This design comes from an exercise in tuning for small area on the open sky130 flow, not from production work. Only simulation tests tie the RTL to the original design; equivalence was not proved. The clock port is modelled as an ideal driver, which makes a skipped or thinned clock tree look cheaper than it is; a real chip needs a root buffer or a tree. Power figures rest on the tool's default switching activity, not on a simulated workload.

Design cs42448, start of the top module:
module cs42448 #(
	parameter clk_freq = 12288,
	parameter i2c_bps = 400000,
	parameter startup_frames = 512,
	parameter startup_frames2 = 32
)(
	input				sys_clk,
	input				sys_nrst,
	output				CS42xx8_DAC_SDOUT0,
	output				CS42xx8_DAC_SDOUT1,
	output				CS42xx8_DAC_SDOUT2,
	output				CS42xx8_DAC_SDOUT3,
	output				CS42xx8_DAC_SCLK,
	output				CS42xx8_DAC_LRCK,
	input				CS42xx8_ADC_SDIN0,
	input				CS42xx8_ADC_SDIN1,
	input				CS42xx8_ADC_SDIN2,
	output				CS42xx8_ADC_SCLK,
	output				CS42xx8_ADC_LRCK,
	output				CS42xx8_MCLK_EN,
	output				CS42xx8_SCL,
	input				CS42xx8_SDA_I,
	output				CS42xx8_SDA_O,
	output				CS42xx8_SDA_OE,
	output				CS42xx8_nRST
);
	wire	[5 : 0]		ph;
	wire				all_ready;
	wire				all_ready2;
	cs42448_iic #(
		.startup_frames		(startup_frames),
		.startup_frames2	(startup_frames2)
	) cs42448_u0 (
		.sys_clk		(sys_clk),
		.sys_nrst		(sys_nrst),
		.ph				(ph),
		.all_ready		(all_ready),
		.all_ready2		(all_ready2),
		.cs_mclk_rdy	(CS42xx8_MCLK_EN),
		.cs_nrst		(CS42xx8_nRST),
		.scl			(CS42xx8_SCL),
		.sda_i			(CS42xx8_SDA_I),
		.sda_o			(CS42xx8_SDA_O),
		.sda_oe			(CS42xx8_SDA_OE)
	);
	wire	dout0, dout1, dout2;
	cs42448_adc cs42448_adc_u0 (
		.sys_clk		(sys_clk),
		.ph				(ph),
		.ADC_SDIN_CH0	(CS42xx8_ADC_SDIN0),
		.ADC_SDIN_CH1	(CS42xx8_ADC_SDIN1),
		.ADC_SDIN_CH2	(CS42xx8_ADC_SDIN2),
		.dout0			(dout0),
		.dout1			(dout1),
		.dout2			(dout2)
	);
	cs42448_dac cs42448_dac_u0 (
		.ph				(ph),
		.all_ready		(all_ready),
		.all_ready2		(all_ready2),
		.dout0			(dout0),
		.dout1			(dout1),
		.dout2			(dout2),
		.DAC_SDOUT_CH0	(CS42xx8_DAC_SDOUT0),
		.DAC_SDOUT_CH1	(CS42xx8_DAC_SDOUT1),
		.DAC_SDOUT_CH2	(CS42xx8_DAC_SDOUT2),
  ...
For scale: roughly 540 cells after synthesis, roughly 150 flip-flops, ~5500 sq um of cells after synthesis.
Settings: LEC_CHECK=0, CAP_MARGIN=20, CORE_MARGIN=2, CORE_UTILIZATION=40, SLEW_MARGIN=20; clock period 10.0 ns.
standard.sh (not shown) runs the stock make flow with config.mk's settings and CLKGATE_MAP_FILE= SYNTH_SCRIPT=/design/flow/synth_recipe.tcl, a recipe that flattens the netlist after the stock synthesis.
==> flow/flow/run.sh <==
#!/bin/bash
# Standard ORFS layout; only the clock tree synthesis arguments differ
# (larger sink clusters, no dummy loads).
set -euo pipefail
export CTS_ARGS="-sink_clustering_enable -repair_clock_nets -sink_clustering_size 40 -sink_clustering_max_diameter 300 -buf_list sky130_fd_sc_hd__clkbuf_16 -dont_use_dummy_load"
bash standard.sh > standard.log 2>&1
The first run went through all stages and came out clean.
Then changed:
==> flow/run.sh (new file) <==
#!/bin/bash
# synth_recipe.tcl (not shown) runs the flow's synth.tcl, then flattens the netlist and writes it again
# the make line also repeats each setting of config.mk as NAME=value (left out here)
make -C /OpenROAD-flow-scripts/flow DESIGN_CONFIG=/design/flow/config.mk WORK_HOME=/design/flow/orfs CLKGATE_MAP_FILE= SYNTH_SCRIPT=/design/flow/synth_recipe.tcl finish
--- a/flow/config.mk
+++ b/flow/config.mk
@@ -10,2 +10,5 @@
 export CORE_UTILIZATION = 40
+export CTS_BUF_LIST = sky130_fd_sc_hd__clkbuf_8
+export CTS_CLUSTER_DIAMETER = 100
+export CTS_CLUSTER_SIZE = 30
 export SLEW_MARGIN = 20
removed: flow/flow/run.sh
removed: flow/standard.sh
What happened:
- The new run produced a clean layout
- non-clock buffer count stays the same
- routed wire length rose by 0.96%
- total power decreases by about 1.6%
- clock skew is lower by 0.0065 ns
- cell area shrinks by about 0.3%

---

cs42448, a different RTL version from the one above (not shown whole).
For scale: about 470 cells after synthesis, about 19 I/O pins.
Design cs42448, start of the top module:
module cs42448 #(
	parameter clk_freq = 12288,
	parameter i2c_bps = 400000,
	parameter startup_frames = 512,
	parameter startup_frames2 = 32
)(
	input				sys_clk,
	input				sys_nrst,
	output				CS42xx8_DAC_SDOUT0,
	output				CS42xx8_DAC_SDOUT1,
	output				CS42xx8_DAC_SDOUT2,
	output				CS42xx8_DAC_SDOUT3,
	output				CS42xx8_DAC_SCLK,
	output				CS42xx8_DAC_LRCK,
	input				CS42xx8_ADC_SDIN0,
	input				CS42xx8_ADC_SDIN1,
	input				CS42xx8_ADC_SDIN2,
	output				CS42xx8_ADC_SCLK,
	output				CS42xx8_ADC_LRCK,
	output				CS42xx8_MCLK_EN,
	output				CS42xx8_SCL,
	input				CS42xx8_SDA_I,
	output				CS42xx8_SDA_O,
	output				CS42xx8_SDA_OE,
	output				CS42xx8_nRST
);
	wire	[5 : 0]		ph;
	wire				all_ready;
	wire				all_ready2;
	cs42448_iic #(
		.startup_frames		(startup_frames),
		.startup_frames2	(startup_frames2)
	) cs42448_u0 (
		.sys_clk		(sys_clk),
		.sys_nrst		(sys_nrst),
		.ph				(ph),
		.all_ready		(all_ready),
		.all_ready2		(all_ready2),
		.cs_mclk_rdy	(CS42xx8_MCLK_EN),
		.cs_nrst		(CS42xx8_nRST),
		.scl			(CS42xx8_SCL),
		.sda_i			(CS42xx8_SDA_I),
		.sda_o			(CS42xx8_SDA_O),
		.sda_oe			(CS42xx8_SDA_OE)
	);
	wire	dout0, dout1, dout2;
	cs42448_adc cs42448_adc_u0 (
		.sys_clk		(sys_clk),
		.ph				(ph),
		.ADC_SDIN_CH0	(CS42xx8_ADC_SDIN0),
		.ADC_SDIN_CH1	(CS42xx8_ADC_SDIN1),
		.ADC_SDIN_CH2	(CS42xx8_ADC_SDIN2),
		.dout0			(dout0),
		.dout1			(dout1),
		.dout2			(dout2)
	);
	cs42448_dac cs42448_dac_u0 (
		.ph				(ph),
		.all_ready		(all_ready),
		.all_ready2		(all_ready2),
		.dout0			(dout0),
		.dout1			(dout1),
		.dout2			(dout2),
		.DAC_SDOUT_CH0	(CS42xx8_DAC_SDOUT0),
		.DAC_SDOUT_CH1	(CS42xx8_DAC_SDOUT1),
		.DAC_SDOUT_CH2	(CS42xx8_DAC_SDOUT2),
		.DAC_SDOUT_CH3	(CS42xx8_DAC_SDOUT3),
		.DAC_SCLK		(CS42xx8_DAC_SCLK),
		.DAC_LRCK		(CS42xx8_DAC_LRCK),
		.ADC_SCLK		(CS42xx8_ADC_SCLK),
		.ADC_LRCK		(CS42xx8_ADC_LRCK)
	);
endmodule
Settings: LEC_CHECK=0, CAP_MARGIN=20, CORE_MARGIN=2, CORE_UTILIZATION=60, SLEW_MARGIN=20; clock period 10.0 ns.
==> flow/flow/run.sh <==
#!/bin/bash
# Own layout flow: the standard ORFS flow (standard.sh) with
#  - an area-oriented ABC mapping script in synthesis (registers unchanged),
#  - single-drive port buffers,
#  - a one-level clock tree built in the CTS step's PRE hook.
set -euo pipefail
here=$(pwd)
flowdir=$here/flow

# ORFS scripts with the ABC area script replaced
rm -rf "$here/orfs_scripts"
cp -r "$FLOW_HOME/scripts" "$here/orfs_scripts"
cat > "$here/orfs_scripts/abc_area.script" <<'ABC'
strash
dc2
dch -f
amap
topo
dnsize
strash
dc2
dch -f
amap
topo
dnsize
ABC
export SCRIPTS_DIR=$here/orfs_scripts
export ABC_AREA=1
export BUFFER_PORTS_ARGS="-buffer_cell sky130_fd_sc_hd__buf_1"

export MTREE_TCL=$flowdir/mtree.tcl
export MTREE_K=4
export MTREE_BUF=sky130_fd_sc_hd__clkbuf_16
export MTREE_ROOT=""
export PRE_CTS_TCL=$flowdir/pre_cts.tcl

bash standard.sh > standard.log 2>&1
==> flow/flow/mtree.tcl <==
# Manual clock tree: the clock port drives an optional root buffer and K
# clock buffers, each driving the flip-flops of one placement cluster.
# Clusters come from capacity-limited k-means; of several random starts
# the one with the smallest largest estimated load (pin + wire) is kept.
proc mt_cluster { sinks K seed } {
  expr {srand($seed)}
  set n [llength $sinks]
  set cx {}; set cy {}
  for {set k 0} {$k < $K} {incr k} {
    set s [lindex $sinks [expr {int(rand() * $n)}]]
    lappend cx [lindex $s 1]; lappend cy [lindex $s 2]
  }
  set cap [expr {int(ceil(double($n) / $K)) + 3}]
  for {set iter 0} {$iter < 25} {incr iter} {
    set pairs {}
    set i 0
    foreach s $sinks {
      for {set k 0} {$k < $K} {incr k} {
        lappend pairs [list [expr {abs([lindex $s 1] - [lindex $cx $k]) + abs([lindex $s 2] - [lindex $cy $k])}] $i $k]
      }
      incr i
    }
    set assign [lrepeat $n -1]
    set cnt [lrepeat $K 0]
    foreach p [lsort -real -index 0 $pairs] {
      lassign $p d i k
      if {[lindex $assign $i] >= 0 || [lindex $cnt $k] >= $cap} continue
      lset assign $i $k
      lset cnt $k [expr {[lindex $cnt $k] + 1}]
    }
    set sx [lrepeat $K 0.0]; set sy [lrepeat $K 0.0]
    set i 0
    foreach s $sinks {
      set k [lindex $assign $i]
      lset sx $k [expr {[lindex $sx $k] + [lindex $s 1]}]
      lset sy $k [expr {[lindex $sy $k] + [lindex $s 2]}]
      incr i
    }
    for {set k 0} {$k < $K} {incr k} {
      if {[lindex $cnt $k] > 0} {
        lset cx $k [expr {[lindex $sx $k] / [lindex $cnt $k]}]
        lset cy $k [expr {[lindex $sy $k] / [lindex $cnt $k]}]
      }
    }
  }
  # estimated load per cluster, fF: pins plus wire (distances in dbu)
  set load [lrepeat $K 0.0]
  set i 0
  foreach s $sinks {
    set k [lindex $assign $i]
    set d [expr {(abs([lindex $s 1] - [lindex $cx $k]) + abs([lindex $s 2] - [lindex $cy $k])) / 1000.0}]
    lset load $k [expr {[lindex $load $k] + 1.8 + 0.12 * $d}]
    incr i
  }
  set worst 0.0
  foreach l $load { if {$l > $worst} { set worst $l } }
  return [list $worst $assign $cx $cy $cnt]
}

proc manual_clock_tree { K bufname {rootname ""} {tries 40} } {
  set block [ord::get_db_block]
  set db [ord::get_db]
  set clknet [$block findNet sys_clk]
  set sinks {}
  foreach it [$clknet getITerms] {
    set bb [[$it getInst] getBBox]
    lappend sinks [list $it [expr {([$bb xMin] + [$bb xMax]) / 2.0}] [expr {([$bb yMin] + [$bb yMax]) / 2.0}]]
  }
  set best {}
  for {set t 1} {$t <= $tries} {incr t} {
    set r [mt_cluster $sinks $K $t]
    if {$best eq {} || [lindex $r 0] < [lindex $best 0]} { set best $r }
  }
  lassign $best worst assign cx cy cnt
  puts "manual clock tree: largest estimated cluster load $worst fF"
  set src $clknet
  if {$rootname ne ""} {
    set rinst [odb::dbInst_create $block [$db findMaster $rootname] "clkbuf_manual_root"]
    set rnet [odb::dbNet_create $block "clknet_manual_root"]
    $rnet setSigType CLOCK
    [$rinst findITerm A] connect $clknet
    [$rinst findITerm X] connect $rnet
    set mx 0.0; set my 0.0
    foreach x $cx y $cy { set mx [expr {$mx + $x}]; set my [expr {$my + $y}] }
    $rinst setLocation [expr {int($mx / $K)}] [expr {int($my / $K)}]
    $rinst setPlacementStatus PLACED
    set src $rnet
  }
  set master [$db findMaster $bufname]
  for {set k 0} {$k < $K} {incr k} {
    set inst [odb::dbInst_create $block $master "clkbuf_manual_$k"]
    set net [odb::dbNet_create $block "clknet_manual_$k"]
    $net setSigType CLOCK
    [$inst findITerm A] connect $src
    [$inst findITerm X] connect $net
    $inst setLocation [expr {int([lindex $cx $k])}] [expr {int([lindex $cy $k])}]
    $inst setPlacementStatus PLACED
    set i 0
    foreach s $sinks {
      if {[lindex $assign $i] == $k} {
        set it [lindex $s 0]
        $it disconnect
        $it connect $net
      }
      incr i
    }
    puts "manual clock tree: buffer $k drives [lindex $cnt $k] sinks"
  }
}
==> flow/flow/pre_cts.tcl <==
# Replaces TritonCTS with a one-level clock tree: the clock port drives
# a few large clock buffers, each driving the flip-flops of one
# placement cluster (see mtree.tcl). The rest of the CTS step (legalizing,
# timing repair) runs as usual.
source $::env(MTREE_TCL)
manual_clock_tree $::env(MTREE_K) $::env(MTREE_BUF) $::env(MTREE_ROOT)
rename clock_tree_synthesis tritoncts_unused
proc clock_tree_synthesis { args } {
  puts "clock tree built by pre_cts.tcl; clock_tree_synthesis $args skipped"
}
The starting point finished with timing, DRC and antenna clean.
Next try:
--- a/flow/flow/run.sh
+++ b/flow/flow/run.sh
@@ -32 +31,0 @@
-export MTREE_K=4
@@ -34 +33,2 @@
-export MTREE_ROOT=""
+export MTREE_ROOT=sky130_fd_sc_hd__clkbuf_4
+export MTREE_MAX_SLEW=0.122
--- a/flow/flow/mtree.tcl
+++ b/flow/flow/mtree.tcl
@@ -109,0 +110,37 @@
+
+# Undo manual_clock_tree: flip-flops back on the clock port's net, the
+# buffers and their nets removed.
+proc manual_clock_tree_undo { } {
+  set block [ord::get_db_block]
+  set clknet [$block findNet sys_clk]
+  foreach inst [$block getInsts] {
+    if {![string match "clkbuf_manual_*" [$inst getName]]} continue
+    set onet [[$inst findITerm X] getNet]
+    foreach it [$onet getITerms] {
+      if {[$it getInst] eq $inst} continue
+      if {[string match "clkbuf_manual_*" [[$it getInst] getName]]} {
+        $it disconnect
+        continue
+      }
+      $it disconnect
+      $it connect $clknet
+    }
+  }
+  foreach inst [$block getInsts] {
+    if {![string match "clkbuf_manual_*" [$inst getName]]} continue
+    set onet [[$inst findITerm X] getNet]
+    odb::dbInst_destroy $inst
+    odb::dbNet_destroy $onet
+  }
+}
+
+# Worst slew at a flip-flop clock pin, from placement parasitics.
+proc manual_clock_tree_worst_slew { } {
+  estimate_parasitics -placement
+  set worst 0.0
+  foreach pin [get_pins -hier */CLK] {
+    set s [get_property $pin slew_max]
+    if {$s > $worst} { set worst $s }
+  }
+  return $worst
+}
==> flow/flow/pre_cts.tcl (replaced) <==
source $::env(MTREE_TCL)
manual_clock_tree 4 $::env(MTREE_BUF) ""
detailed_placement
set_propagated_clock [all_clocks]
set mt_worst [manual_clock_tree_worst_slew]
puts "manual clock tree: 4 buffers, worst estimated clock-pin slew $mt_worst"
if {$mt_worst > $::env(MTREE_MAX_SLEW)} {
  manual_clock_tree_undo
  manual_clock_tree 5 $::env(MTREE_BUF) $::env(MTREE_ROOT)
  detailed_placement
  set mt_worst [manual_clock_tree_worst_slew]
  puts "manual clock tree: 5 buffers and a root, worst estimated clock-pin slew $mt_worst"
}
unset_propagated_clock [all_clocks]
rename clock_tree_synthesis tritoncts_unused
proc clock_tree_synthesis { args } {
  puts "clock tree built by pre_cts.tcl; clock_tree_synthesis $args skipped"
}
The new run produced a clean layout.
Cell area is unchanged.
Setup slack does not change.
Sequential share of layout area is unchanged.
Next try:
--- a/flow/flow/run.sh
+++ b/flow/flow/run.sh
@@ -5 +5 @@
-#  - a one-level clock tree built in the CTS step's PRE hook.
+#  - a one-level clock tree built in the CTS step's PRE hook (optional).
@@ -31,5 +31,10 @@
-export MTREE_TCL=$flowdir/mtree.tcl
-export MTREE_BUF=sky130_fd_sc_hd__clkbuf_16
-export MTREE_ROOT=sky130_fd_sc_hd__clkbuf_4
-export MTREE_MAX_SLEW=0.122
-export PRE_CTS_TCL=$flowdir/pre_cts.tcl
+MODE=manual
+if [[ $MODE == manual ]]; then
+  export MTREE_TCL=$flowdir/mtree.tcl
+  export MTREE_K=${MTREE_K:-5}
+  export MTREE_BUF=${MTREE_BUF:-sky130_fd_sc_hd__clkbuf_16}
+  export MTREE_ROOT=${MTREE_ROOT:-sky130_fd_sc_hd__clkbuf_4}
+  export PRE_CTS_TCL=$flowdir/pre_cts.tcl
+else
+  export CTS_ARGS="-sink_clustering_enable -repair_clock_nets -buf_list sky130_fd_sc_hd__clkbuf_8 -dont_use_dummy_load"
+fi
--- a/flow/flow/mtree.tcl
+++ b/flow/flow/mtree.tcl
@@ -110,37 +109,0 @@
-
-# Undo manual_clock_tree: flip-flops back on the clock port's net, the
-# buffers and their nets removed.
-proc manual_clock_tree_undo { } {
-  set block [ord::get_db_block]
-  set clknet [$block findNet sys_clk]
-  foreach inst [$block getInsts] {
-    if {![string match "clkbuf_manual_*" [$inst getName]]} continue
-    set onet [[$inst findITerm X] getNet]
-    foreach it [$onet getITerms] {
-      if {[$it getInst] eq $inst} continue
-      if {[string match "clkbuf_manual_*" [[$it getInst] getName]]} {
-        $it disconnect
-        continue
-      }
-      $it disconnect
-      $it connect $clknet
-    }
-  }
-  foreach inst [$block getInsts] {
-    if {![string match "clkbuf_manual_*" [$inst getName]]} continue
-    set onet [[$inst findITerm X] getNet]
-    odb::dbInst_destroy $inst
-    odb::dbNet_destroy $onet
-  }
-}
-
-# Worst slew at a flip-flop clock pin, from placement parasitics.
-proc manual_clock_tree_worst_slew { } {
-  estimate_parasitics -placement
-  set worst 0.0
-  foreach pin [get_pins -hier */CLK] {
-    set s [get_property $pin slew_max]
-    if {$s > $worst} { set worst $s }
-  }
-  return $worst
-}
==> flow/flow/pre_cts.tcl (replaced) <==
# Replaces TritonCTS with a one-level clock tree: the clock port drives
# a few large clock buffers, each driving the flip-flops of one
# placement cluster (see mtree.tcl). The rest of the CTS step (legalizing,
# timing repair) runs as usual.
source $::env(MTREE_TCL)
manual_clock_tree $::env(MTREE_K) $::env(MTREE_BUF) $::env(MTREE_ROOT)
rename clock_tree_synthesis tritoncts_unused
proc clock_tree_synthesis { args } {
  puts "clock tree built by pre_cts.tcl; clock_tree_synthesis $args skipped"
}
The changed run completed with no timing, DRC or antenna violations.
Worst hold slack barely changes.
Die area does not change.
Utilization rises by 0.43 points.
Clock skew came out higher by 0.012 ns.
Next try:
--- a/flow/flow/run.sh
+++ b/flow/flow/run.sh
@@ -5 +5 @@
-#  - a one-level clock tree built in the CTS step's PRE hook (optional).
+#  - a one-level clock tree built in the CTS step's PRE hook.
@@ -31,10 +31,5 @@
-MODE=manual
-if [[ $MODE == manual ]]; then
-  export MTREE_TCL=$flowdir/mtree.tcl
-  export MTREE_K=${MTREE_K:-5}
-  export MTREE_BUF=${MTREE_BUF:-sky130_fd_sc_hd__clkbuf_16}
-  export MTREE_ROOT=${MTREE_ROOT:-sky130_fd_sc_hd__clkbuf_4}
-  export PRE_CTS_TCL=$flowdir/pre_cts.tcl
-else
-  export CTS_ARGS="-sink_clustering_enable -repair_clock_nets -buf_list sky130_fd_sc_hd__clkbuf_8 -dont_use_dummy_load"
-fi
+export MTREE_TCL=$flowdir/mtree.tcl
+export MTREE_K=4
+export MTREE_BUF=sky130_fd_sc_hd__clkbuf_16
+export MTREE_ROOT=""
+export PRE_CTS_TCL=$flowdir/pre_cts.tcl
CORE_UTILIZATION = 70   (was 60)
PLACE_DENSITY = 0.8   (was not set)
Outcome: The new run went through all stages and came out clean; via count goes up by 6.5%; global-route usage goes up by 7.4 points; combinational power goes up by about 4%; wire length goes up by 17%; worst hold slack barely changes; power goes down by 1.8%; setup slack is worse by 0.037 ns; design area goes down by 1.3%; first-iteration DRC count goes up by 21%.
Next try:
CORE_UTILIZATION = 60   (was 70)
PLACE_DENSITY = 0.75   (was 0.8)
What happened: The new run went through all stages and came out clean; final area went up slightly; hold slack loses 0.0083 ns; die area grows by about a fifth; power goes down slightly; first-iteration DRC count shrinks by well over a third; global-route usage came out lower by 5.9 points; via count drops by a little under a tenth; maximum frequency rises by roughly a tenth; utilization is lower by 12 points; worst setup slack gains 0.40 ns; area after synthesis is unchanged.
No run of this note takes its clock network from TritonCTS; it comes from the design's own scripts or RTL.

[separate check: timing with driven ports]
Ports are ideal in the flow. The routed layouts listed here were re-timed in OpenROAD. Step 1 assumes that a clkbuf_16 drives the clock port and a buf_2 every other input. Step 2 adds t to the input delays and takes it off the output delays; t is the mean of the earliest and latest rising clock arrival at the registers after step 1. Input paths then give back, and output paths get back, about the clock's delay inside the block. Three values: no drivers, after step 1, after step 2; two values: the first two.
| run | t (ns) | setup WS [ns] | worst hold slack (ns) |
|---|---|---|---|
| the first run of note 1 | 0.432 | 5.425 / 5.433 / 5.001 | 0.315 / 0.315 / 0.315 |
| the second run of note 1 | 0.464 | 5.449 / 5.455 / 4.991 | 0.319 / 0.319 / 0.319 |
| the first run of note 2 | 0.249 | 5.686 / 5.611 / 5.860 | 0.338 / 0.338 / 0.338 |
| the second run of note 2 | 0.249 | 5.686 / 5.611 / 5.860 | 0.338 / 0.338 / 0.338 |
| the third run of note 2 | 0.488 | 5.391 / 5.362 / 5.850 | 0.335 / 0.335 / 0.335 |
| the fourth run of note 2 | 0.249 | 5.354 / 5.354 / 5.354 | 0.335 / 0.335 / 0.335 |
| the fifth run of note 2 | 0.250 | 5.750 / 5.674 / 5.919 | 0.327 / 0.327 / 0.327 |
After both steps every run listed still meets setup and hold. For the second run of note 1, which loses most, drivers alone change the setup slack by +0.006 ns; drivers and shift together by -0.458 ns.
